This is an optimization exercise on Yosys and OpenROAD, whose aim is small area and a short achievable clock period, not a production implementation.
Only simulation tests tie the RTL to the original design; equivalence was not proved.
Power and IR drop assume default switching activity.

$ cat design/flow/flow/run.sh
#!/bin/bash
# Standard ORFS flow (the standard.sh) with a timing-driven repair margin,
# port buffers of a fixed drive, and a clock tree of large clusters without
# dummy loads. The full make output is kept in flow_make.log.
set -uo pipefail
bash standard.sh \
  SETUP_SLACK_MARGIN=9.3 \
  MATCH_CELL_FOOTPRINT=0 \
  "BUFFER_PORTS_ARGS=-buffer_cell sky130_fd_sc_hd__buf_2" \
  "CTS_ARGS=-sink_clustering_enable -repair_clock_nets -dont_use_dummy_load -buf_list sky130_fd_sc_hd__clkbuf_16 -sink_clustering_size 20 -sink_clustering_max_diameter 200" \
  finish > flow_make.log 2>&1
rc=$?
tail -20 flow_make.log
exit $rc
$ cat design/flow/standard.sh
#!/bin/bash
# synth_recipe.tcl (not shown) runs the flow's synth.tcl, then flattens the netlist and writes it again
# the make line also repeats each setting of config.mk as NAME=value (left out here)
make -C /OpenROAD-flow-scripts/flow DESIGN_CONFIG=/design/flow/config.mk WORK_HOME=/design/flow/orfs CLKGATE_MAP_FILE= SYNTH_SCRIPT=/design/flow/synth_recipe.tcl "${@:-finish}"
$ cat design/flow/config.mk
export PLATFORM = sky130hd
export DESIGN_NAME = processador_pipeline_modular
export DESIGN_NICKNAME = processador_pipeline_modular
export VERILOG_FILES = /design/flow/design.v
export SDC_FILE = /design/flow/constraint.sdc
export NUM_CORES = 4
export LEC_CHECK = 0
export CAP_MARGIN = 20
export CORE_MARGIN = 2
export CORE_UTILIZATION = 45
export SLEW_MARGIN = 20
$ cat design/flow/constraint.sdc
create_clock -name core_clock -period 13.0 [get_ports {clock}]
set_input_delay 2.6000 -clock core_clock [delete_from_list [all_inputs] [get_ports {clock}]]
set_output_delay 2.6000 -clock core_clock [all_outputs]
set_load 0.01 [all_outputs]
$ cat design/flow/design.v
module processador_pipeline_modular(
    input clock,
    input reset,
    output [31:0] imem_addr,
    input  [31:0] imem_data,
    output [31:0] dmem_addr,
    output [31:0] dmem_wdata,
    output        dmem_we,
    output        dmem_re,
    input  [31:0] dmem_rdata
);
    localparam NOP = 32'h00000013;
    reg  [31:0] pc;
    reg  [31:0] ifid_inst;
    reg         ifid_st, ifid_br;    
    reg         idex_regwrite, idex_memread, idex_memwrite, idex_branch;
    reg  [4:0]  idex_rd;
    reg  [31:0] idex_rd1, idex_rd2;
    reg  [11:0] idex_imm;
    reg         idex_imm_s;
    reg  [31:0] idex_pc;
    reg         idex_a_m, idex_a_w, idex_a_r;           
    reg         idex_b_m, idex_b_w, idex_b_r, idex_b_i;  
    reg         idex_s_m, idex_s_w, idex_s_r;           
    reg         idex_add, idex_sub, idex_or, idex_srl, idex_and;
    reg  [31:0] exmem_alu, exmem_wdata;
    reg         exmem_ld;        
    reg  [4:0]  exmem_rd;
    reg         exmem_regwrite, exmem_memread, exmem_memwrite, exmem_taken;
    reg  [31:0] memwb_data;
    reg  [4:0]  memwb_rd;
    reg         memwb_regwrite;
    wire        wb_we = memwb_regwrite && (memwb_rd != 5'd0);
    wire [1023:0] rf_flat;
    wire [31:0]   rf_valid;
    assign rf_flat[31:0] = 32'b0;
    assign rf_valid[0]   = 1'b0;
    genvar g;
    generate
        for (g = 1; g < 32; g = g + 1) begin : g_reg
            reg [31:0] q;
            reg        v;
            always @(posedge clock)
                if (wb_we && (memwb_rd == g))
                    q <= memwb_data;
            always @(posedge clock or posedge reset)
                if (reset)
                    v <= 1'b0;
                else if (wb_we && (memwb_rd == g))
                    v <= 1'b1;
            assign rf_flat[32*g +: 32] = q;
            assign rf_valid[g] = v;
        end
    endgenerate
    wire [6:0] opcode = ifid_inst[6:0];
    wire [4:0] rs1    = ifid_inst[19:15];
    wire [4:0] rs2    = ifid_inst[24:20];
    wire [4:0] rd     = ifid_inst[11:7];
    wire [2:0] funct3 = ifid_inst[14:12];
    wire [6:0] funct7 = ifid_inst[31:25];
    wire is_r  = (opcode == 7'b0110011);
    wire is_ld = (opcode == 7'b0000011);
    wire is_ai = (opcode == 7'b0010011);
    wire is_st = ifid_st;
    wire is_br = ifid_br;
    wire id_regwrite = is_r | is_ld | is_ai;
    wire id_alusrc   = is_ld | is_ai | is_st;
    reg id_add, id_sub, id_or, id_srl, id_and;
    always @(*) begin
        id_add = 1'b0; id_sub = 1'b0; id_or = 1'b0; id_srl = 1'b0; id_and = 1'b0;
        if (is_br)
            id_sub = 1'b1;
        else if (is_ai)
            id_and = 1'b1;
        else if (is_r) begin
            case (funct3)
                3'b000: if (funct7 == 7'b0100000) id_sub = 1'b1; else id_add = 1'b1;
                3'b110: id_or = 1'b1;
                3'b101: if (funct7 == 7'b0000000) id_srl = 1'b1; else id_and = 1'b1;
                default: id_and = 1'b1;
            endcase
        end else
            id_add = 1'b1;
    end
    wire [11:0] id_imm = is_st ? {ifid_inst[31:25], ifid_inst[11:7]} :
                         is_br ? {ifid_inst[7], ifid_inst[30:25], ifid_inst[11:8], 1'b0} :
                                 ifid_inst[31:20];
    wire        v1 = rf_valid[rs1];
    wire        v2 = rf_valid[rs2];
    wire [31:0] sel1 = (32'b1 << rs1) & rf_valid;
    wire [31:0] sel2 = (32'b1 << rs2) & rf_valid;
    reg  [31:0] id_rd1, id_rd2;
    integer i;
    always @(*) begin
        id_rd1 = {27'b0, rs1 & {5{~v1}}};
        id_rd2 = {27'b0, rs2 & {5{~v2}}};
        for (i = 1; i < 32; i = i + 1) begin
            id_rd1 = id_rd1 | ({32{sel1[i]}} & rf_flat[32*i +: 32]);
            id_rd2 = id_rd2 | ({32{sel2[i]}} & rf_flat[32*i +: 32]);
        end
    end
    wire stall = idex_memread && (idex_rd != 5'd0) && ((idex_rd == rs1) || (idex_rd == rs2));
    wire m1 = idex_regwrite  && (idex_rd  != 5'd0) && (idex_rd  == rs1);
    wire w1 = exmem_regwrite && (exmem_rd != 5'd0) && (exmem_rd == rs1);
    wire m2 = idex_regwrite  && (idex_rd  != 5'd0) && (idex_rd  == rs2);
    wire w2 = exmem_regwrite && (exmem_rd != 5'd0) && (exmem_rd == rs2);
    wire [31:0] wb_data = memwb_data;
    wire [31:0] ex_a  = ({32{idex_a_m}} & exmem_alu) | ({32{idex_a_w}} & wb_data) | ({32{idex_a_r}} & idex_rd1);
    wire [31:0] ex_sd = ({32{idex_s_m}} & exmem_alu) | ({32{idex_s_w}} & wb_data) | ({32{idex_s_r}} & idex_rd2);
    wire [31:0] ex_b  = ({32{idex_b_m}} & exmem_alu) | ({32{idex_b_w}} & wb_data) | ({32{idex_b_r}} & idex_rd2) |
                        ({32{idex_b_i}} & {{20{idex_imm_s}}, idex_imm});
    wire [32:0] ex_sum33 = {ex_a, 1'b1} + {ex_b ^ {32{idex_sub}}, idex_sub};
    wire [31:0] ex_sum = ex_sum33[32:1];
    wire [31:0] ex_shr = (|ex_b[31:5]) ? 32'b0 : (ex_a >> ex_b[4:0]);
    wire [31:0] ex_res = ({32{idex_add | idex_sub}} & ex_sum) |
                         ({32{idex_or}}  & (ex_a | ex_b)) |
                         ({32{idex_and}} & (ex_a & ex_b)) |
                         ({32{idex_srl}} & ex_shr);
    wire ex_taken = idex_branch && (ex_a == ex_sd);
    wire taken = exmem_taken;
    assign dmem_addr  = exmem_alu;
    assign dmem_wdata = exmem_wdata;
    assign dmem_we    = exmem_memwrite;
    assign dmem_re    = exmem_memread;
    wire [31:0] mem_wb_next = exmem_ld ? dmem_rdata : exmem_alu;
    assign imem_addr = pc;
    always @(posedge clock or posedge reset) begin
        if (reset)
            pc <= 32'b0;
        else if (!stall)
            pc <= taken ? idex_pc + {{20{idex_imm_s}}, idex_imm} : pc + 32'd4;
    end
    always @(posedge clock or posedge reset) begin
        if (reset) begin
            ifid_inst <= NOP;
            ifid_st   <= 1'b0;
            ifid_br   <= 1'b0;
        end else if (!stall) begin
            ifid_inst <= taken ? NOP : imem_data;
            ifid_st   <= !taken && (imem_data[6:0] == 7'b0100011);
            ifid_br   <= !taken && (imem_data[6:0] == 7'b1100011);
        end
    end
    always @(posedge clock or posedge reset) begin
        if (reset) begin
            idex_regwrite <= 1'b0; idex_memread <= 1'b0;
            idex_memwrite <= 1'b0; idex_branch  <= 1'b0;
        end else if (taken || stall) begin
            idex_regwrite <= 1'b0; idex_memread <= 1'b0;
            idex_memwrite <= 1'b0; idex_branch  <= 1'b0;
        end else begin
            idex_regwrite <= id_regwrite; idex_memread <= is_ld;
            idex_memwrite <= is_st;       idex_branch  <= is_br;
        end
    end
    always @(posedge clock)
        if (!(taken || stall)) begin
            idex_pc    <= pc - 32'd4;
            idex_imm   <= id_imm;
            idex_imm_s <= ifid_inst[31];
        end
    always @(posedge clock) begin
        idex_rd    <= rd;
        idex_rd1   <= id_rd1;
        idex_rd2   <= id_rd2;
        idex_a_m   <= m1;
        idex_a_w   <= !m1 && w1;
        idex_a_r   <= !m1 && !w1;
        idex_s_m   <= m2;
        idex_s_w   <= !m2 && w2;
        idex_s_r   <= !m2 && !w2;
        idex_b_m   <= !id_alusrc && m2;
        idex_b_w   <= !id_alusrc && !m2 && w2;
        idex_b_r   <= !id_alusrc && !m2 && !w2;
        idex_b_i   <= id_alusrc;
        idex_add   <= id_add;
        idex_sub   <= id_sub;
        idex_or    <= id_or;
        idex_srl   <= id_srl;
        idex_and   <= id_and;
    end
    always @(posedge clock or posedge reset) begin
        if (reset) begin
            exmem_regwrite <= 1'b0; exmem_memread <= 1'b0;
            exmem_memwrite <= 1'b0; exmem_taken   <= 1'b0;
        end else begin
            exmem_regwrite <= idex_regwrite; exmem_memread <= idex_memread;
            exmem_memwrite <= idex_memwrite; exmem_taken   <= ex_taken;
        end
    end
    always @(posedge clock) begin
        exmem_alu   <= ex_res;
        exmem_ld    <= idex_memread;
        exmem_wdata <= ex_sd;
        exmem_rd    <= idex_rd;
    end
    always @(posedge clock or posedge reset) begin
        if (reset)
            memwb_regwrite <= 1'b0;
        else
            memwb_regwrite <= exmem_regwrite;
    end
    always @(posedge clock) begin
        memwb_data <= mem_wb_next;
        memwb_rd   <= exmem_rd;
    end
endmodule
==> results.rst, run 1 <==
.. list-table::
   :header-rows: 1

   * - Metric
     - Value
   * - Peak ir drop on the vdd network
     - 0.0000933 V
   * - Cell area after technology mapping
     - 60600 um^2
   * - Chip width
     - 371 um
   * - Final-layout worst hold slack
     - 367 ps
   * - Final total negative setup slack
     - 0 ps
   * - Synthesized area per cell
     - 12.6 um^2
   * - Post-Place Setup Slack
     - 8310 ps
   * - DRC violations left
     - 0
   * - Detailed-route wire length per cell
     - 42.9 um
   * - Number of buffers inserted by port buffering
     - 163
   * - Critical Path Fanout Max
     - 21
   * - Synthesized Nets
     - 4944
   * - Min setup slack post-route
     - 9100 ps
   * - Least-Margin Pin Slew
     - 1190 ps
   * - Largest net degree at the start of global routing
     - 103
   * - Fmax
     - 256 MHz
   * - Final Max Slew Viols
     - 0
   * - Area occupied by multi-input gates
     - 22000 um^2
   * - Worst Hold Path EP
     - exmem_memwrite
   * - Fin Clk Skew
     - 117 ps
   * - Wire length of the first global-routing pass
     - 388000 um
   * - Top-area cell type share of the netlist area
     - 51.4%
   * - Net total in the final layout
     - 5092
   * - Number of DRC markers in iteration 0
     - 11.2k
   * - CTS Buffer Depth
     - 3
   * - Reg-to-Reg End
     - idex_rd1[4]
   * - Sequential fraction of the synthesis area
     - 62.1%
   * - 1st-pass router iterations
     - 12
   * - Worst min-delay path category
     - reg -> reg
   * - Initial antenna violation count
     - 17
   * - Placer congestion estimate
     - 0.949
   * - Setup repair after global routing missed its margin
     - true
   * - Number of core rows
     - 134
   * - Required time of the critical path
     - 13530 ps
   * - Critical path type
     - reg -> reg
   * - Max cap viols
     - 0
   * - Final worst path period need
     - 3900 ps
   * - Clock tree root driver cell
     - sky130_fd_sc_hd__clkbuf_16
   * - Routed via count divided by cell count
     - 7.71
   * - Share of async-settable or async-resettable flops after synthesis
     - 7.95%
   * - Die area
     - 138000 um^2
   * - Total number of H-tree levels
     - 3
   * - Post-route total power
     - 8140 uW
   * - Depth of the worst register-to-register path
     - 7
   * - Distinct cell type count of the synthesized netlist
     - 82
   * - Number of nets still failing antenna checks after routing
     - 0
   * - Number of warnings printed during yosys synthesis
     - 1
   * - Top FF cell, synth
     - sky130_fd_sc_hd__edfxtp_1
   * - Dominant cells by area after synthesis
     - sky130_fd_sc_hd__edfxtp_1 51%, sky130_fd_sc_hd__a22oi_1 7.9%, sky130_fd_sc_hd__dfxtp_1 6.3%
   * - Fraction of final layout cells sized beyond drive strength 1
     - 18.2%
   * - GR Overflow Total
     - 0
   * - Launching element type of the critical path
     - flip-flop
   * - Slack of the worst reg-to-reg path
     - 9100 ps
   * - Worst Hold Depth
     - 0
   * - Signed area change from the synthesized netlist to the final layout
     - 12.1%
   * - Cell type with the largest total area after synthesis
     - sky130_fd_sc_hd__edfxtp_1
   * - IO Count
     - 164
   * - TritonCTS clock tree
     - built
   * - TritonCTS buffer count
     - 76
   * - Critical path data arrival time
     - 4430 ps
   * - Number of register bits inferred by synthesis
     - 1334
   * - Detail Placement HPWL
     - 157000 um
   * - Count of vias placed by the detailed router
     - 51.9k
   * - Floorplan core area
     - 134000 um^2
   * - Area occupied by registers
     - 37900 um^2
   * - Power Dens Cells
     - 120 nW/um^2
   * - Total count of hold-check failures in the final report
     - 0
   * - Chip Height
     - 371 um
   * - Clock slew at the register clock pins of the worst setup and hold paths
     - 90 ps
   * - Post-synth EDFFs
     - 1037
   * - P_leak
     - 0.0243 uW
   * - Startpoint of the worst hold path
     - idex_memwrite
   * - Clock latency of the later-clocked register in the worst-skew pair
     - 750 ps
   * - Wirelength, routed
     - 289000 um
   * - Final setup viols
     - 0
   * - Count of filler cells inserted in the layout
     - 11.5k
   * - Worst reg2reg startpoint
     - ifid_inst[16]
   * - Total placed cells including tap cells
     - 6513
   * - Starting density of the core
     - 45.4%
   * - Tightest slew margin relative to the limit
     - 21.0%
   * - Non-filler instance count after layout
     - 6737
   * - Final period utilization
     - 30.0%
   * - Hold-fix buffers, CTS
     - 0
   * - Clock Sinks
     - 1334
   * - Post-Syn Instances
     - 4813
   * - Global router's overall resource usage
     - 40.7%
   * - Status
     - complete, no violations
   * - Worst Setup End Kind
     - flip-flop
   * - Vias in the first global route
     - 48.1k
## stage by stage
stage | area, um^2 | utilization [%]
finish | 68000 | 50.9
global route | 67900 | 50.8
CTS | 67400 | 50.4
detailed placement | 63700 | 47.7
global placement | 63700 | 47.6
floorplan | 60800 | -
## cells in the final DEF, fill, tap and decap left out, types with 100 or more instances in the layout
cell type                  synthesis  layout
sky130_fd_sc_hd__a221oi_1        166     165
sky130_fd_sc_hd__a21oi_1         104     100
sky130_fd_sc_hd__o21ai_0         121     120
sky130_fd_sc_hd__nand2_1         264     258
sky130_fd_sc_hd__nor2_1          161     137
sky130_fd_sc_hd__a222oi_1        103     103
sky130_fd_sc_hd__edfxtp_1       1037    1037
sky130_fd_sc_hd__xnor2_1         106     103
sky130_fd_sc_hd__buf_4             2     256
sky130_fd_sc_hd__nand3_1         262     258
sky130_fd_sc_hd__a22o_1          167     165
sky130_fd_sc_hd__a22oi_1         641     629
sky130_fd_sc_hd__dfxtp_1         191     121
## synthesized netlist by cell type (all sizes together), types with 8 or more instances
cell        n
clkbuf    348
nor2b      22
o21ai     145
o2111ai    14
a22o      167
a221oi    166
nor3       50
or3        13
xnor2     106
a31oi      23
or2        40
mux2       56
ha         64
and3       78
and2       32
nor4       28
nand2b     22
edfxtp   1037
a2111o      8
o211ai     13
xor2       48
a21oi     105
a22oi     641
o21a       11
or4        59
nor2      161
nand2     264
dfxtp     191
a221o       8
a211oi     26
o22ai      15
nand3     262
buf        30
a21o       25
inv        75
dfrtp     103
a222oi    103
mux4       16
nand4      79
mux2i      69
## power breakdown
part / total (uW) / internal [uW] / switching [uW]
sequential: 4870 / 4730 / 137
clock: 2430 / 1040 / 1390
combinational: 842 / 335 / 507
## routing by layer
layer	wire length, um	share of wire, %	global-route usage (%)
met4	23500	8.1	24.9
met2	118000	41	58.0
met3	49600	17	18.2
met1	97600	34	50.4
met5	240	0.083	0.979
## kinds of logic (layout without fill, tap and decap cells)
kind of cell | Yosys count | count (layout) | synth area share, %
fa+ha+maj | 65 | 65 | 1.35
xor+xnor | 154 | 154 | 2.23
simple gates | 1133 | 1133 | 9.52
mux | 141 | 141 | 2.77
compound gates | 1533 | 1533 | 19.2
flops | 1334 | 1334 | 62.1
other cells | 0 | 10 | 0
buf+inv | 453 | 599 | 2.83
## cell type report
class	count	share of cell area, %
sequential	1334	55.7
tap	1768	3.25
clock buffer	76	2.80
timing repair buffer	448	5.47
antenna	10	0.0368
inverter	75	0.420
multi-input combinational	3026	32.3
## worst max-delay path by stage
| stage | from | endpoint | slack [ps] | cells past startpoint |
|---|---|---|---|---|
| 5_1_grt | exmem_alu[22] | exmem_alu[31] | 9030 | 15 |
| 2_1_floorplan | reset | exmem_memread | 9130 | 1 |
| 6_report | ifid_inst[16] | idex_rd1[4] | 9100 | 7 |
| 3_5_place_dp | memwb_data[3] | exmem_alu[30] | 8310 | 14 |
| 4_1_cts | pc[21] | imem_addr[21] | 9080 | 1 |
| 3_3_place_gp | idex_imm_s | exmem_alu[31] | 8150 | 14 |
## critical path, stage by stage (launching register included)
cell and delay [ps]:
sky130_fd_sc_hd__dfrtp_2 670, sky130_fd_sc_hd__nor2b_1 460, sky130_fd_sc_hd__nor2b_1 370, sky130_fd_sc_hd__and3_2 700, sky130_fd_sc_hd__buf_4 650, sky130_fd_sc_hd__a221oi_1 210, sky130_fd_sc_hd__nand4_1 190, sky130_fd_sc_hd__a2111o_1 460
## flip-flops by register name (all words and copies together), names as in the netlist, 12 cells and up
register,count
exmem_alu,32
exmem_wdata,32
g.q,992
g.v,31
idex_imm,12
idex_pc,32
idex_rd1,32
idex_rd2,32
ifid_inst,32
memwb_data,32
pc,32
## timing repair
item | CTS | global route
setup endpoints to repair | 126 | 116
pin swaps | 27 | 33
resized for setup | 269 | 63
buffers inserted | 104 | 27
cloned | 4 | 3
==> run 2: changes to the inputs <==
--- a/design/flow/design.v
+++ b/design/flow/design.v
@@ -9,10 +9,9 @@
     output        dmem_re,
     input  [31:0] dmem_rdata
 );
-    localparam NOP = 32'h00000013;
     reg  [31:0] pc;
     reg  [31:0] ifid_inst;
-    reg         ifid_st, ifid_br;    
+    reg         ifid_valid;          
     reg         idex_regwrite, idex_memread, idex_memwrite, idex_branch;
     reg  [4:0]  idex_rd;
     reg  [31:0] idex_rd1, idex_rd2;
@@ -58,11 +57,11 @@
     wire [4:0] rd     = ifid_inst[11:7];
     wire [2:0] funct3 = ifid_inst[14:12];
     wire [6:0] funct7 = ifid_inst[31:25];
-    wire is_r  = (opcode == 7'b0110011);
-    wire is_ld = (opcode == 7'b0000011);
-    wire is_ai = (opcode == 7'b0010011);
-    wire is_st = ifid_st;
-    wire is_br = ifid_br;
+    wire is_r  = ifid_valid && (opcode == 7'b0110011);
+    wire is_ld = ifid_valid && (opcode == 7'b0000011);
+    wire is_ai = ifid_valid && (opcode == 7'b0010011);
+    wire is_st = ifid_valid && (opcode == 7'b0100011);
+    wire is_br = ifid_valid && (opcode == 7'b1100011);
     wire id_regwrite = is_r | is_ld | is_ai;
     wire id_alusrc   = is_ld | is_ai | is_st;
     reg id_add, id_sub, id_or, id_srl, id_and;
@@ -82,7 +81,8 @@
         end else
             id_add = 1'b1;
     end
-    wire [11:0] id_imm = is_st ? {ifid_inst[31:25], ifid_inst[11:7]} :
+    wire [11:0] id_imm = !ifid_valid ? 12'b0 :
+                         is_st ? {ifid_inst[31:25], ifid_inst[11:7]} :
                          is_br ? {ifid_inst[7], ifid_inst[30:25], ifid_inst[11:8], 1'b0} :
                                  ifid_inst[31:20];
     wire        v1 = rf_valid[rs1];
@@ -99,7 +99,7 @@
             id_rd2 = id_rd2 | ({32{sel2[i]}} & rf_flat[32*i +: 32]);
         end
     end
-    wire stall = idex_memread && (idex_rd != 5'd0) && ((idex_rd == rs1) || (idex_rd == rs2));
+    wire stall = ifid_valid && idex_memread && (idex_rd != 5'd0) && ((idex_rd == rs1) || (idex_rd == rs2));
     wire m1 = idex_regwrite  && (idex_rd  != 5'd0) && (idex_rd  == rs1);
     wire w1 = exmem_regwrite && (exmem_rd != 5'd0) && (exmem_rd == rs1);
     wire m2 = idex_regwrite  && (idex_rd  != 5'd0) && (idex_rd  == rs2);
@@ -131,16 +131,14 @@
             pc <= taken ? idex_pc + {{20{idex_imm_s}}, idex_imm} : pc + 32'd4;
     end
     always @(posedge clock or posedge reset) begin
-        if (reset) begin
-            ifid_inst <= NOP;
-            ifid_st   <= 1'b0;
-            ifid_br   <= 1'b0;
-        end else if (!stall) begin
-            ifid_inst <= taken ? NOP : imem_data;
-            ifid_st   <= !taken && (imem_data[6:0] == 7'b0100011);
-            ifid_br   <= !taken && (imem_data[6:0] == 7'b1100011);
-        end
-    end
+        if (reset)
+            ifid_valid <= 1'b0;
+        else if (!stall)
+            ifid_valid <= !taken;
+    end
+    always @(posedge clock)
+        if (!stall)
+            ifid_inst <= imem_data;
     always @(posedge clock or posedge reset) begin
         if (reset) begin
             idex_regwrite <= 1'b0; idex_memread <= 1'b0;
@@ -157,7 +155,7 @@
         if (!(taken || stall)) begin
             idex_pc    <= pc - 32'd4;
             idex_imm   <= id_imm;
-            idex_imm_s <= ifid_inst[31];
+            idex_imm_s <= ifid_valid && ifid_inst[31];
         end
     always @(posedge clock) begin
         idex_rd    <= rd;
==> results.rst, run 2 <==
.. list-table::
   :header-rows: 1

   * - Metric
     - Value
   * - Fmax
     - 261 MHz (was 256 MHz)
   * - Synthesized area per cell
     - 13.0 um^2 (was 12.6 um^2)
   * - Required time of the critical path
     - 10400 ps (was 13530 ps)
   * - P_leak
     - 0.0248 uW (was 0.0243 uW)
   * - Clock slew at the register clock pins of the worst setup and hold paths
     - 100 ps (was 90 ps)
   * - Fin Clk Skew
     - 86.8 ps (was 117 ps)
   * - GR Overflow Total
     - 0 (unchanged)
   * - Sequential fraction of the synthesis area
     - 62.7% (was 62.1%)
   * - Largest register FFs
     - 992 (unchanged)
   * - TritonCTS buffer count
     - 76 (unchanged)
   * - Worst min-delay path category
     - reg -> reg (unchanged)
   * - Initial antenna violation count
     - 21 (was 17)
   * - Synthesized Nets
     - 4777 (was 4944)
   * - Top post-synthesis cells by count
     - 1069 x sky130_fd_sc_hd__edfxtp_1, 611 x sky130_fd_sc_hd__a22oi_1, 298 x sky130_fd_sc_hd__clkbuf_1 (was 1037 x sky130_fd_sc_hd__edfxtp_1, 641 x sky130_fd_sc_hd__a22oi_1, 348 x sky130_fd_sc_hd__clkbuf_1)
   * - Placer congestion estimate
     - 0.994 (was 0.949)
   * - Detailed-route wire length per cell
     - 43.1 um (was 42.9 um)
   * - Post-route total power
     - 8080 uW (was 8140 uW)
   * - Final setup viols
     - 0 (unchanged)
   * - Peak ir drop on the vdd network
     - 0.0000831 V (was 0.0000933 V)
   * - Chip width
     - 370 um (was 371 um)
   * - Worst Hold Depth
     - 0 (unchanged)
   * - Final-layout worst hold slack
     - 360 ps (was 367 ps)
   * - TritonCTS clock tree
     - built (unchanged)
   * - Number of DRC markers in iteration 0
     - 11.4k (was 11.2k)
   * - Detail Placement HPWL
     - 156000 um (was 157000 um)
   * - Critical-path top delay cell
     - sky130_fd_sc_hd__dfxtp_4 (was sky130_fd_sc_hd__and3_2)
   * - Wirelength, routed
     - 283000 um (was 289000 um)
   * - Chip Height
     - 370 um (was 371 um)
   * - Dominant delay contributor by cell family on the critical path
     - flip-flops (was simple AND/OR/NAND/NOR gates)
   * - Total number of H-tree levels
     - 3 (unchanged)
   * - Die area
     - 137000 um^2 (was 138000 um^2)
   * - Cell area after technology mapping
     - 60200 um^2 (was 60600 um^2)
   * - Clock latency of the later-clocked register in the worst-skew pair
     - 720 ps (was 750 ps)
   * - Most flops, register
     - g.q (unchanged)
   * - Global router's overall resource usage
     - 39.7% (was 40.7%)
   * - Post-Syn Instances
     - 4646 (was 4813)
   * - Critical path type
     - reg -> out (was reg -> reg)
   * - DRC violations left
     - 0 (unchanged)
   * - CTS Buffer Depth
     - 3 (unchanged)
   * - Distinct cell type count of the synthesized netlist
     - 84 (was 82)
   * - Dominant cells by area after synthesis
     - sky130_fd_sc_hd__edfxtp_1 53%, sky130_fd_sc_hd__a22oi_1 7.6%, sky130_fd_sc_hd__dfxtp_1 6.3% (was sky130_fd_sc_hd__edfxtp_1 51%, sky130_fd_sc_hd__a22oi_1 7.9%, sky130_fd_sc_hd__dfxtp_1 6.3%)
   * - Critical-path cell list
     - buf_6 (was nor2b_1 -> nor2b_1 -> and3_2 -> buf_4 -> a221oi_1 -> nand4_1 -> a2111o_1)
   * - Number of nets still failing antenna checks after routing
     - 0 (unchanged)
   * - Number of buffers and inverters on the critical path
     - 1 (unchanged)
   * - Setup repair after global routing missed its margin
     - true (unchanged)
   * - Status
     - complete, no violations (unchanged)
   * - Final total negative setup slack
     - 0 ps (unchanged)
   * - 1st-pass router iterations
     - 10 (was 12)
   * - Vias in the first global route
     - 46.6k (was 48.1k)
   * - Critical Path Fanout Max
     - 2 (was 21)
   * - Worst Setup SP
     - exmem_alu[31] (was ifid_inst[16])
   * - Largest net degree at the start of global routing
     - 74 (was 103)
   * - Clock Sinks
     - 1333 (was 1334)
   * - Cell type with the largest total area after synthesis
     - sky130_fd_sc_hd__edfxtp_1 (unchanged)
   * - Number of core rows
     - 134 (unchanged)
   * - Startpoint of the worst hold path
     - idex_memwrite (unchanged)
   * - Post-synth EDFFs
     - 1069 (was 1037)
   * - Least-Margin Pin Slew
     - 1230 ps (was 1190 ps)
   * - Floorplan core area
     - 133000 um^2 (was 134000 um^2)
   * - Max cap viols
     - 0 (unchanged)
   * - Share of async-settable or async-resettable flops after synthesis
     - 5.48% (was 7.95%)
   * - Number of buffers inserted by port buffering
     - 163 (unchanged)
   * - Number of cells on the critical path
     - 1 (was 7)
   * - Top-area cell type share of the netlist area
     - 53.3% (was 51.4%)
   * - Area after DPL
     - 63200 um^2 (was 63700 um^2)
   * - Routed via count divided by cell count
     - 7.74 (was 7.71)
   * - Fraction of final layout cells sized beyond drive strength 1
     - 18.9% (was 18.2%)
   * - Top FF cell, synth
     - sky130_fd_sc_hd__edfxtp_1 (unchanged)
   * - Count of filler cells inserted in the layout
     - 11.4k (was 11.5k)
   * - Worst path max stage delay
     - 400 ps (was 700 ps)
   * - Commonest non-fill, non-tap cells in the layout
     - 1069 x sky130_fd_sc_hd__edfxtp_1, 601 x sky130_fd_sc_hd__a22oi_1, 252 x sky130_fd_sc_hd__nand3_1 (was 1037 x sky130_fd_sc_hd__edfxtp_1, 629 x sky130_fd_sc_hd__a22oi_1, 258 x sky130_fd_sc_hd__nand3_1, 258 x sky130_fd_sc_hd__nand2_1, 256 x sky130_fd_sc_hd__buf_4)
   * - IO Count
     - 164 (unchanged)
   * - Launching element type of the critical path
     - flip-flop (unchanged)
   * - Clock tree root driver cell
     - sky130_fd_sc_hd__clkbuf_16 (unchanged)
   * - Number of warnings printed during yosys synthesis
     - 1 (unchanged)
   * - Power Dens Cells
     - 119 nW/um^2 (was 120 nW/um^2)
   * - Tightest slew margin relative to the limit
     - 17.3% (was 21.0%)
   * - Final Max Slew Viols
     - 0 (unchanged)
   * - Post-Place Setup Slack
     - 8150 ps (was 8310 ps)
   * - Most used standard cell by instance count after synthesis
     - sky130_fd_sc_hd__edfxtp_1 (unchanged)
   * - Net total in the final layout
     - 4921 (was 5092)
   * - Min setup slack post-route
     - 9170 ps (was 9100 ps)
   * - Summed area of non-filler cells in the final layout
     - 67600 um^2 (was 68000 um^2)
   * - Starting density of the core
     - 45.2% (was 45.4%)
   * - Final worst path period need
     - 3830 ps (was 3900 ps)
   * - Worst reg2reg startpoint
     - ifid_inst[22] (was ifid_inst[16])
   * - Signed area change from the synthesized netlist to the final layout
     - 12.2% (was 12.1%)
   * - Worst Setup End Kind
     - primary output (was flip-flop)
   * - Number of register bits inferred by synthesis
     - 1333 (was 1334)
   * - Depth of the worst register-to-register path
     - 8 (was 7)
   * - Final period utilization
     - 29.5% (was 30.0%)
   * - Count of vias placed by the detailed router
     - 50.8k (was 51.9k)
   * - Critical path data arrival time
     - 1230 ps (was 4430 ps)
   * - Total count of hold-check failures in the final report
     - 0 (unchanged)
   * - Wire length of the first global-routing pass
     - 378000 um (was 388000 um)
   * - Leading cell type in the layout, fill and taps excluded
     - sky130_fd_sc_hd__edfxtp_1 (unchanged)
[run 2: metal layers]
| metal | track usage (%) | share of wire (%) |
|---|---|---|
| met2 | 57.7 | 41 |
| met5 | 0.490 | 0.10 |
| met1 | 48.4 | 33 |
| met3 | 17.5 | 17 |
| met4 | 24.3 | 8.9 |
[run 2: cell type report]
cell class	instances	area (um^2)	share of cell area, %
antenna	13	32.5	0.0481
clock buffer	76	1900	2.81
timing repair buffer	436	3730	5.53
tap	1768	2210	3.27
sequential	1333	38000	56.2
inverter	78	299	0.442
multi-input combinational	2865	21400	31.7
[run 2: through the flow]
| stage | utilization (%) | instances |
|---|---|---|
| floorplan | - | 4646 |
| global placement | 47.5 | 6345 |
| detailed placement | 47.5 | 6346 |
| CTS | 50.1 | 6513 |
| global route | 50.7 | 6556 |
| finish | 50.8 | 6569 |
[run 2: cells by family after synthesis]
group | share of synthesized area, %
AO/OA/AOI/OAI | 19.2
adder cells (fa/ha/maj) | 1.36
XOR/XNOR | 2.25
buffers and inverters | 2.85
AND/OR/NAND/NOR | 8.74
multiplexers | 2.88
flip-flops | 62.7
[run 2: power breakdown]
group | switching [uW] | internal, uW | total, uW
Sequential | 125 | 4730 | 4860
Combinational | 475 | 322 | 797
Clock | 1380 | 1040 | 2420
[run 2: final timing paths]
check	slack (ps)	end
worst max-delay path	9170	dmem_addr[31]
worst min-delay path	360	exmem_memwrite
worst max register to register	9330	idex_rd2[19]
worst min register to register	360	exmem_memwrite
max in group asynchronous	10270	g_reg[11].v
min in group asynchronous	2110	pc[29]
[run 2: what timing repair did]
action,CTS,global route
endpoints found under the setup margin,172,115
hold endpoints to repair,0,0
hold buffers,0,0
pin swaps,22,37
resized for setup,265,101
cloned,2,5
buffers inserted,89,37
==> run 3: changes to the inputs <==
--- a/design/flow/flow/run.sh
+++ b/design/flow/flow/run.sh
@@ -4,7 +4,7 @@
 # dummy loads. The full make output is kept in flow_make.log.
 set -uo pipefail
 bash standard.sh \
-  SETUP_SLACK_MARGIN=9.3 \
+  SETUP_SLACK_MARGIN=9.15 \
   MATCH_CELL_FOOTPRINT=0 \
   "BUFFER_PORTS_ARGS=-buffer_cell sky130_fd_sc_hd__buf_2" \
   "CTS_ARGS=-sink_clustering_enable -repair_clock_nets -dont_use_dummy_load -buf_list sky130_fd_sc_hd__clkbuf_16 -sink_clustering_size 20 -sink_clustering_max_diameter 200" \
==> results.rst, run 3 <==
.. list-table::
   :header-rows: 1

   * - Metric
     - Value
   * - Signed area change from the synthesized netlist to the final layout
     - 10.4% (was 12.2%)
   * - Final period utilization
     - 30.1% (was 29.5%)
   * - Most flops, register
     - g.q (unchanged)
   * - Commonest non-fill, non-tap cells in the layout
     - 1069 x sky130_fd_sc_hd__edfxtp_1, 607 x sky130_fd_sc_hd__a22oi_1, 256 x sky130_fd_sc_hd__nand3_1 (was 1069 x sky130_fd_sc_hd__edfxtp_1, 601 x sky130_fd_sc_hd__a22oi_1, 252 x sky130_fd_sc_hd__nand3_1)
   * - Dominant cells by area after synthesis
     - sky130_fd_sc_hd__edfxtp_1 53%, sky130_fd_sc_hd__a22oi_1 7.6%, sky130_fd_sc_hd__dfxtp_1 6.3% (unchanged)
   * - IO Count
     - 164 (unchanged)
   * - Clock tree root driver cell
     - sky130_fd_sc_hd__clkbuf_16 (unchanged)
   * - Largest register FFs
     - 992 (unchanged)
   * - Status
     - complete, no violations (unchanged)
   * - Synthesized Nets
     - 4777 (unchanged)
   * - Initial antenna violation count
     - 16 (was 21)
   * - Number of nets still failing antenna checks after routing
     - 0 (unchanged)
   * - Wirelength, routed
     - 279000 um (was 283000 um)
   * - Chip Height
     - 370 um (unchanged)
   * - Count of vias placed by the detailed router
     - 50.3k (was 50.8k)
   * - Final-layout worst hold slack
     - 351 ps (was 360 ps)
   * - Clock slew at the register clock pins of the worst setup and hold paths
     - 100 ps (about the same)
   * - Top FF cell, synth
     - sky130_fd_sc_hd__edfxtp_1 (unchanged)
   * - Count of filler cells inserted in the layout
     - 11.6k (was 11.4k)
   * - Top post-synthesis cells by count
     - 1069 x sky130_fd_sc_hd__edfxtp_1, 611 x sky130_fd_sc_hd__a22oi_1, 298 x sky130_fd_sc_hd__clkbuf_1 (unchanged)
   * - Chip width
     - 370 um (unchanged)
   * - Non-filler instance count after layout
     - 6537 (was 6569)
   * - Wire length of the first global-routing pass
     - 375000 um (was 378000 um)
   * - TritonCTS buffer count
     - 76 (unchanged)
   * - Number of warnings printed during yosys synthesis
     - 1 (unchanged)
   * - Final total negative setup slack
     - 0 ps (unchanged)
   * - Most used standard cell by instance count after synthesis
     - sky130_fd_sc_hd__edfxtp_1 (unchanged)
   * - Critical-path top delay cell
     - sky130_fd_sc_hd__dfxtp_4 (unchanged)
   * - Share of power burned in the clock network
     - 30.4% (was 30.0%)
   * - Global router's overall resource usage
     - 39.4% (was 39.7%)
   * - Number of buffers inserted by port buffering
     - 163 (unchanged)
   * - Power Dens Cells
     - 121 nW/um^2 (was 119 nW/um^2)
   * - Setup repair after global routing missed its margin
     - true (unchanged)
   * - Critical Path Fanout Max
     - 5 (was 2)
   * - Least-Margin Pin Slew
     - 1300 ps (was 1230 ps)
   * - Starting density of the core
     - 45.2% (unchanged)
   * - Net total in the final layout
     - 4887 (was 4921)
   * - Fraction of final layout cells sized beyond drive strength 1
     - 16.8% (was 18.9%)
   * - Share of power burned in registers
     - 60.2% (was 60.1%)
   * - Total number of H-tree levels
     - 3 (unchanged)
   * - Dominant delay contributor by cell family on the critical path
     - flip-flops (unchanged)
   * - Worst min-delay path category
     - reg -> reg (unchanged)
   * - Number of buffers and inverters on the critical path
     - 1 (unchanged)
   * - Final setup viols
     - 0 (unchanged)
   * - Top-area cell type share of the netlist area
     - 53.3% (unchanged)
   * - Switching pwr
     - 1980 uW (about the same)
   * - Max cap viols
     - 0 (unchanged)
   * - Largest net degree at the start of global routing
     - 68 (was 74)
   * - Synthesized area per cell
     - 13.0 um^2 (unchanged)
   * - Cell area after technology mapping
     - 60200 um^2 (unchanged)
   * - Die area
     - 137000 um^2 (unchanged)
   * - Clock latency of the later-clocked register in the worst-skew pair
     - 720 ps (about the same)
   * - Number of register bits inferred by synthesis
     - 1333 (unchanged)
   * - Clock Sinks
     - 1333 (unchanged)
   * - TritonCTS clock tree
     - built (unchanged)
   * - Post-route total power
     - 8050 uW (was 8080 uW)
   * - Post-Place Setup Slack
     - 8090 ps (was 8150 ps)
   * - Fmax
     - 256 MHz (was 261 MHz)
   * - Detail Placement HPWL
     - 158000 um (was 156000 um)
   * - DRC violations left
     - 0 (unchanged)
   * - Sw frac
     - 24.6% (was 24.5%)
   * - P_leak
     - 0.0245 uW (was 0.0248 uW)
   * - Fin Clk Skew
     - 74.7 ps (was 86.8 ps)
   * - Tightest slew margin relative to the limit
     - 12.6% (was 17.3%)
   * - Worst Setup End Kind
     - primary output (unchanged)
   * - Combinational share of power
     - 9.4% (was 9.9%)
   * - Post-Syn Instances
     - 4646 (unchanged)
   * - Required time of the critical path
     - 10400 ps (about the same)
   * - Cell type with the largest total area after synthesis
     - sky130_fd_sc_hd__edfxtp_1 (unchanged)
   * - Post-synth EDFFs
     - 1069 (unchanged)
   * - Floorplan core area
     - 133000 um^2 (unchanged)
   * - Critical-path cell list
     - buf_6 (unchanged)
   * - Cell Int Power
     - 6070 uW (was 6090 uW)
   * - Vias in the first global route
     - 46.7k (was 46.6k)
   * - Placer congestion estimate
     - 1.01 (was 0.994)
   * - Final worst path period need
     - 3910 ps (was 3830 ps)
   * - Leading cell type in the layout, fill and taps excluded
     - sky130_fd_sc_hd__edfxtp_1 (unchanged)
   * - Critical path data arrival time
     - 1310 ps (was 1230 ps)
   * - Sequential fraction of the synthesis area
     - 62.7% (unchanged)
   * - Critical path type
     - reg -> out (unchanged)
   * - Total count of hold-check failures in the final report
     - 0 (unchanged)
   * - 1st-pass router iterations
     - 11 (was 10)
   * - Total placed cells including tap cells
     - 6355 (was 6346)
   * - Number of core rows
     - 134 (unchanged)
   * - Number of DRC markers in iteration 0
     - 10.6k (was 11.4k)
   * - Final Max Slew Viols
     - 0 (unchanged)
   * - Share of async-settable or async-resettable flops after synthesis
     - 5.48% (unchanged)
   * - GR Overflow Total
     - 0 (unchanged)
   * - Launching element type of the critical path
     - flip-flop (unchanged)
   * - Routed via count divided by cell count
     - 7.70 (was 7.74)
   * - Worst path max stage delay
     - 450 ps (was 400 ps)
   * - Distinct cell type count of the synthesized netlist
     - 84 (unchanged)
   * - Detailed-route wire length per cell
     - 42.7 um (was 43.1 um)
   * - Min setup slack post-route
     - 9090 ps (was 9170 ps)
   * - CTS Buffer Depth
     - 3 (unchanged)
   * - Peak ir drop on the vdd network
     - 0.0000936 V (was 0.0000831 V)
-- run 3: per-layer routing --
layer / part of all wire, % / vias up / global-route usage (%) / routed length (um)
met5: 0.16 / - / 1.71 / 455
met3: 17 / 1546 / 16.8 / 46200
li1: - / 19100 / - / -
met2: 42 / 5142 / 58.1 / 116000
met1: 33 / 24500 / 47.8 / 92700
met4: 8.4 / 12 / 23.7 / 23400
-- run 3: final cells by class --
class / count / area, um^2 / share of cell area (%)
clock buffer: 76 / 1900 / 2.86
multi-input combinational: 2865 / 21200 / 31.9
tap: 1768 / 2210 / 3.33
inverter: 78 / 299 / 0.450
timing repair buffer: 402 / 2900 / 4.36
antenna: 15 / 37.5 / 0.0565
sequential: 1333 / 37900 / 57.1
-- run 3: final timing paths --
check,slack (ps),cells past startpoint,start,end
max,9090,1,exmem_alu[31],dmem_addr[31]
min,350,0,idex_memwrite,exmem_memwrite
max reg2reg,9110,13,idex_imm_s,exmem_alu[23]
min reg2reg,350,0,idex_memwrite,exmem_memwrite
max in group asynchronous,9850,3,reset,pc[4]
min in group asynchronous,2040,2,reset,g_reg[11].v
-- run 3: stage by stage --
stage	area [um^2]	util (%)
global route	66500	49.9
finish	66500	49.9
detailed placement	63300	47.5
floorplan	60200	-
CTS	66200	49.7
global placement	63300	47.5
-- run 3: cell families (layout without fill, tap and decap cells) --
family | after synthesis | after routing | synth area share [%]
buffers and inverters | 448 | 556 | 2.85
muxes | 143 | 143 | 2.88
AOI/OAI and AO/OA | 1494 | 1494 | 19.2
and+or+nand+nor | 1008 | 1008 | 8.74
DFF | 1333 | 1333 | 62.7
other | 0 | 15 | 0
xor gates and xnor gates | 155 | 155 | 2.25
adders and majority gates | 65 | 65 | 1.36
-- run 3: power groups by stage --
stage	Clock (uW)	Sequential, uW	Combinational (uW)
2_1_floorplan	0	4920	402
3_5_place_dp	0	4960	633
4_1_cts	2430	4840	716
5_1_grt	2580	4850	802
6_report	2450	4840	753
3_3_place_gp	0	4960	630
-- run 3: timing repair --
action,CTS,global route
pin swaps,10,6
resized for setup,146,45
hold buffers,0,0
gates cloned,1,1
setup buffers,78,11
hold endpoints to repair,0,0
setup endpoints to repair,132,40
==> run 4: changes to the inputs <==
--- a/design/flow/design.v
+++ b/design/flow/design.v
@@ -12,6 +12,8 @@
     reg  [31:0] pc;
     reg  [31:0] ifid_inst;
     reg         ifid_valid;          
+    reg  [3:0]  ifid_h1, ifid_h2;    
+    reg  [7:0]  ifid_l1, ifid_l2;    
     reg         idex_regwrite, idex_memread, idex_memwrite, idex_branch;
     reg  [4:0]  idex_rd;
     reg  [31:0] idex_rd1, idex_rd2;
@@ -87,8 +89,13 @@
                                  ifid_inst[31:20];
     wire        v1 = rf_valid[rs1];
     wire        v2 = rf_valid[rs2];
-    wire [31:0] sel1 = (32'b1 << rs1) & rf_valid;
-    wire [31:0] sel2 = (32'b1 << rs2) & rf_valid;
+    reg  [31:0] sel1, sel2;
+    integer j;
+    always @(*)
+        for (j = 0; j < 32; j = j + 1) begin
+            sel1[j] = ifid_h1[j / 8] & ifid_l1[j % 8] & rf_valid[j];
+            sel2[j] = ifid_h2[j / 8] & ifid_l2[j % 8] & rf_valid[j];
+        end
     reg  [31:0] id_rd1, id_rd2;
     integer i;
     always @(*) begin
@@ -137,8 +144,13 @@
             ifid_valid <= !taken;
     end
     always @(posedge clock)
-        if (!stall)
+        if (!stall) begin
             ifid_inst <= imem_data;
+            ifid_h1   <= 4'b1 << imem_data[19:18];
+            ifid_l1   <= 8'b1 << imem_data[17:15];
+            ifid_h2   <= 4'b1 << imem_data[24:23];
+            ifid_l2   <= 8'b1 << imem_data[22:20];
+        end
     always @(posedge clock or posedge reset) begin
         if (reset) begin
             idex_regwrite <= 1'b0; idex_memread <= 1'b0;
--- a/design/flow/flow/run.sh
+++ b/design/flow/flow/run.sh
@@ -4,7 +4,7 @@
 # dummy loads. The full make output is kept in flow_make.log.
 set -uo pipefail
 bash standard.sh \
-  SETUP_SLACK_MARGIN=9.15 \
+  SETUP_SLACK_MARGIN=9.3 \
   MATCH_CELL_FOOTPRINT=0 \
   "BUFFER_PORTS_ARGS=-buffer_cell sky130_fd_sc_hd__buf_2" \
   "CTS_ARGS=-sink_clustering_enable -repair_clock_nets -dont_use_dummy_load -buf_list sky130_fd_sc_hd__clkbuf_16 -sink_clustering_size 20 -sink_clustering_max_diameter 200" \
==> results.rst, run 4 <==
.. list-table::
   :header-rows: 1

   * - Metric
     - Value
   * - P_leak
     - 0.0247 uW (was 0.0245 uW)
   * - Synthesized Nets
     - 4805 (was 4777)
   * - Total number of H-tree levels
     - 3 (unchanged)
   * - Sequential fraction of the synthesis area
     - 63.5% (was 62.7%)
   * - Distinct cell type count of the synthesized netlist
     - 72 (was 84)
   * - Wirelength, routed
     - 284000 um (was 279000 um)
   * - Fin Clk Skew
     - 97.7 ps (was 74.7 ps)
   * - Most flops, register
     - g.q (unchanged)
   * - Launching element type of the critical path
     - flip-flop (unchanged)
   * - Number of core rows
     - 134 (unchanged)
   * - Clock slew at the register clock pins of the worst setup and hold paths
     - 110 ps (was 100 ps)
   * - Post-synth EDFFs
     - 1093 (was 1069)
   * - Number of buffers and inverters on the critical path
     - 1 (unchanged)
   * - Starting density of the core
     - 45.4% (was 45.2%)
   * - Worst min-delay path category
     - reg -> reg (unchanged)
   * - Number of nets still failing antenna checks after routing
     - 0 (unchanged)
   * - Final setup viols
     - 0 (unchanged)
   * - Share of power burned in the clock network
     - 30.2% (was 30.4%)
   * - 1st-pass router iterations
     - 11 (unchanged)
   * - Synthesized area per cell
     - 13.0 um^2 (about the same)
   * - Commonest non-fill, non-tap cells in the layout
     - 1093 x sky130_fd_sc_hd__edfxtp_1, 705 x sky130_fd_sc_hd__a22oi_1, 237 x sky130_fd_sc_hd__buf_4 (was 1069 x sky130_fd_sc_hd__edfxtp_1, 607 x sky130_fd_sc_hd__a22oi_1, 256 x sky130_fd_sc_hd__nand3_1)
   * - Die area
     - 138000 um^2 (was 137000 um^2)
   * - Chip Height
     - 371 um (was 370 um)
   * - Clock tree root driver cell
     - sky130_fd_sc_hd__clkbuf_16 (unchanged)
   * - Critical path type
     - reg -> out (unchanged)
   * - Peak ir drop on the vdd network
     - 0.000117 V (was 0.0000936 V)
   * - Critical-path top delay cell
     - sky130_fd_sc_hd__dfxtp_4 (unchanged)
   * - DRC violations left
     - 0 (unchanged)
   * - Critical path data arrival time
     - 1360 ps (was 1310 ps)
   * - Number of buffers inserted by port buffering
     - 163 (unchanged)
   * - Top post-synthesis cells by count
     - 1093 x sky130_fd_sc_hd__edfxtp_1, 720 x sky130_fd_sc_hd__a22oi_1, 324 x sky130_fd_sc_hd__clkbuf_1 (was 1069 x sky130_fd_sc_hd__edfxtp_1, 611 x sky130_fd_sc_hd__a22oi_1, 298 x sky130_fd_sc_hd__clkbuf_1)
   * - Max cap viols
     - 0 (unchanged)
   * - Count of vias placed by the detailed router
     - 50.4k (was 50.3k)
   * - Post-Syn Instances
     - 4674 (was 4646)
   * - Cell type with the largest total area after synthesis
     - sky130_fd_sc_hd__edfxtp_1 (unchanged)
   * - Final worst path period need
     - 3960 ps (was 3910 ps)
   * - Routed via count divided by cell count
     - 7.64 (was 7.70)
   * - TritonCTS buffer count
     - 77 (was 76)
   * - Detailed-route wire length per cell
     - 43.1 um (was 42.7 um)
   * - Share of async-settable or async-resettable flops after synthesis
     - 5.38% (was 5.48%)
   * - Combinational share of power
     - 9.6% (was 9.4%)
   * - Critical-path cell list
     - buf_6 (unchanged)
   * - Placer congestion estimate
     - 0.952 (was 1.01)
   * - Post-route total power
     - 8200 uW (was 8050 uW)
   * - Most used standard cell by instance count after synthesis
     - sky130_fd_sc_hd__edfxtp_1 (unchanged)
   * - IO Count
     - 164 (unchanged)
   * - Net total in the final layout
     - 4952 (was 4887)
   * - Fraction of final layout cells sized beyond drive strength 1
     - 18.5% (was 16.8%)
   * - Hold-fix buffers, CTS
     - 0 (unchanged)
   * - Required time of the critical path
     - 10400 ps (about the same)
   * - Area occupied by registers
     - 38700 um^2 (was 37900 um^2)
   * - Fmax
     - 252 MHz (was 256 MHz)
   * - Total count of hold-check failures in the final report
     - 0 (unchanged)
   * - Final period utilization
     - 30.5% (was 30.1%)
   * - Worst Setup End Kind
     - primary output (unchanged)
   * - Top-area cell type share of the netlist area
     - 54.1% (was 53.3%)
   * - Clock latency of the later-clocked register in the worst-skew pair
     - 760 ps (was 720 ps)
   * - Wire length of the first global-routing pass
     - 379000 um (was 375000 um)
   * - Top FF cell, synth
     - sky130_fd_sc_hd__edfxtp_1 (unchanged)
   * - Dominant cells by area after synthesis
     - sky130_fd_sc_hd__edfxtp_1 54%, sky130_fd_sc_hd__a22oi_1 8.9%, sky130_fd_sc_hd__dfxtp_1 6.3% (was sky130_fd_sc_hd__edfxtp_1 53%, sky130_fd_sc_hd__a22oi_1 7.6%, sky130_fd_sc_hd__dfxtp_1 6.3%)
   * - Largest net degree at the start of global routing
     - 71 (was 68)
   * - Worst path max stage delay
     - 460 ps (was 450 ps)
   * - Global router's overall resource usage
     - 40.0% (was 39.4%)
   * - Sw frac
     - 24.6% (about the same)
   * - Switching pwr
     - 2020 uW (was 1980 uW)
   * - Cell Int Power
     - 6180 uW (was 6070 uW)
   * - Number of warnings printed during yosys synthesis
     - 1 (unchanged)
   * - GR Overflow Total
     - 0 (unchanged)
   * - Initial antenna violation count
     - 15 (was 16)
   * - Cell area after technology mapping
     - 60600 um^2 (was 60200 um^2)
   * - Floorplan core area
     - 134000 um^2 (was 133000 um^2)
   * - Setup repair after global routing missed its margin
     - true (unchanged)
   * - Power Dens Cells
     - 121 nW/um^2 (about the same)
   * - Number of register bits inferred by synthesis
     - 1357 (was 1333)
   * - Least-Margin Pin Slew
     - 1260 ps (was 1300 ps)
   * - Final total negative setup slack
     - 0 ps (unchanged)
   * - Area occupied by multi-input gates
     - 21300 um^2 (was 21200 um^2)
   * - Tightest slew margin relative to the limit
     - 15.6% (was 12.6%)
   * - Largest register FFs
     - 992 (unchanged)
   * - Status
     - complete, no violations (unchanged)
   * - Number of DRC markers in iteration 0
     - 11.4k (was 10.6k)
   * - Vias in the first global route
     - 46.7k (about the same)
   * - Share of power burned in registers
     - 60.2% (about the same)
   * - Leading cell type in the layout, fill and taps excluded
     - sky130_fd_sc_hd__edfxtp_1 (unchanged)
   * - Critical Path Fanout Max
     - 4 (was 5)
   * - Clock Sinks
     - 1357 (was 1333)
   * - CTS Buffer Depth
     - 3 (unchanged)
   * - Final Max Slew Viols
     - 0 (unchanged)
   * - Dominant delay contributor by cell family on the critical path
     - flip-flops (unchanged)
   * - Chip width
     - 371 um (was 370 um)
   * - TritonCTS clock tree
     - built (unchanged)
   * - Count of filler cells inserted in the layout
     - 11.4k (was 11.6k)
   * - Detail Placement HPWL
     - 150000 um (was 158000 um)
   * - Signed area change from the synthesized netlist to the final layout
     - 12.3% (was 10.4%)
[run 4: stage by stage]
step | hold WS, ps | utilization (%) | setup WS, ps | instance area (um^2) | instances
floorplan | 331 | - | 9060 | 60700 | 4674
global placement | 334 | 47.6 | 8330 | 63700 | 6375
detailed placement | 342 | 47.6 | 8340 | 63700 | 6375
CTS | 360 | 50.4 | 9020 | 67300 | 6548
global route | 381 | 50.9 | 9040 | 68100 | 6588
finish | 357 | 50.9 | 9040 | 68100 | 6595
[run 4: layout make-up]
cell class | instances | share of cell area, %
inverters | 77 | 0.439
repair buffers | 430 | 5.29
clock buffers | 77 | 2.83
diodes | 8 | 0.0294
flip-flops and latches | 1357 | 56.9
multi-input cells | 2878 | 31.3
well taps | 1768 | 3.25
[run 4: timing repair]
action,CTS,global route
cloned,7,0
resized for setup,275,84
setup endpoints to repair,123,164
pin swaps,20,39
hold endpoints to repair,0,0
setup buffers,89,39
[run 4: metal layers]
metal	track usage [%]	wire, um	up-vias
li1	-	-	19200
met1	48.4	93300	24400
met2	59.6	120000	5181
met3	15.6	45800	1550
met4	25.6	24800	8
met5	0.245	103	-
[run 4: path summary, 6_finish.rpt]
kind / startpoint / to / slack [ps] / cells after the start
min in group asynchronous: reset / g_reg[24].v / 1910 / 2
worst min-delay path: idex_memwrite / exmem_memwrite / 360 / 0
worst min register to register: idex_memwrite / exmem_memwrite / 360 / 0
worst max register to register: pc[9] / idex_pc[31] / 9300 / 10
max in group asynchronous: reset / pc[21] / 9800 / 3
worst max-delay path: exmem_alu[28] / dmem_addr[28] / 9040 / 1
[run 4: cell families (layout without fill, tap and decap cells)]
group | count (synthesis) | in the layout | synth area share, %
flops | 1357 | 1357 | 63.5
simple gates | 1047 | 1047 | 9.12
fa+ha+maj | 65 | 65 | 1.35
buf+inv | 439 | 584 | 2.72
xor+xnor | 162 | 162 | 2.34
compound gates | 1483 | 1483 | 18.5
mux | 121 | 121 | 2.46
other cells | 0 | 8 | 0
[run 4: power groups by stage]
stage | registers (uW) | clock network (uW) | logic [uW]
final | 4940 | 2480 | 788
after global routing | 4950 | 2610 | 831
after CTS | 4940 | 2460 | 729
after detailed placement | 5070 | 0 | 591
after global placement | 5070 | 0 | 591
after floorplan | 5010 | 0 | 371

-- what the ideal ports hide --
How much do the figures lean on ideal ports? The routed layouts below were timed once more, with nothing changed but the port constraints. Step 1: set_driving_cell puts a clkbuf_16 on clock and a buf_2 on each other input, an assumption about the parent block. Step 2 also shifts input and output timing later by t, the mid clock arrival at the registers, as if the neighbouring blocks saw the same clock. Three values: ideal, step 1, step 2; two values: the first two.
| run | t (ns) | slack for setup (ns) | worst data-port slew with drivers (ns) | pins driven straight from the clock port |
|---|---|---|---|---|
| run 1 | 0.764 | 9.098 / 9.054 / 8.903 | 0.09 | 1 |
| run 2 | 0.752 | 9.166 / 9.089 / 9.331 | 0.12 | 1 |
| run 3 | 0.764 | 9.093 / 9.015 / 9.107 | 0.08 | 1 |
| run 4 | 0.792 | 9.038 / 8.957 / 9.065 | 0.11 | 1 |
After both steps setup and hold are still met in every run listed. The setup slack of run 1, which loses most, moves by -0.044 ns with the drivers and by -0.195 ns with both steps. Setup slack includes reset recovery checks.
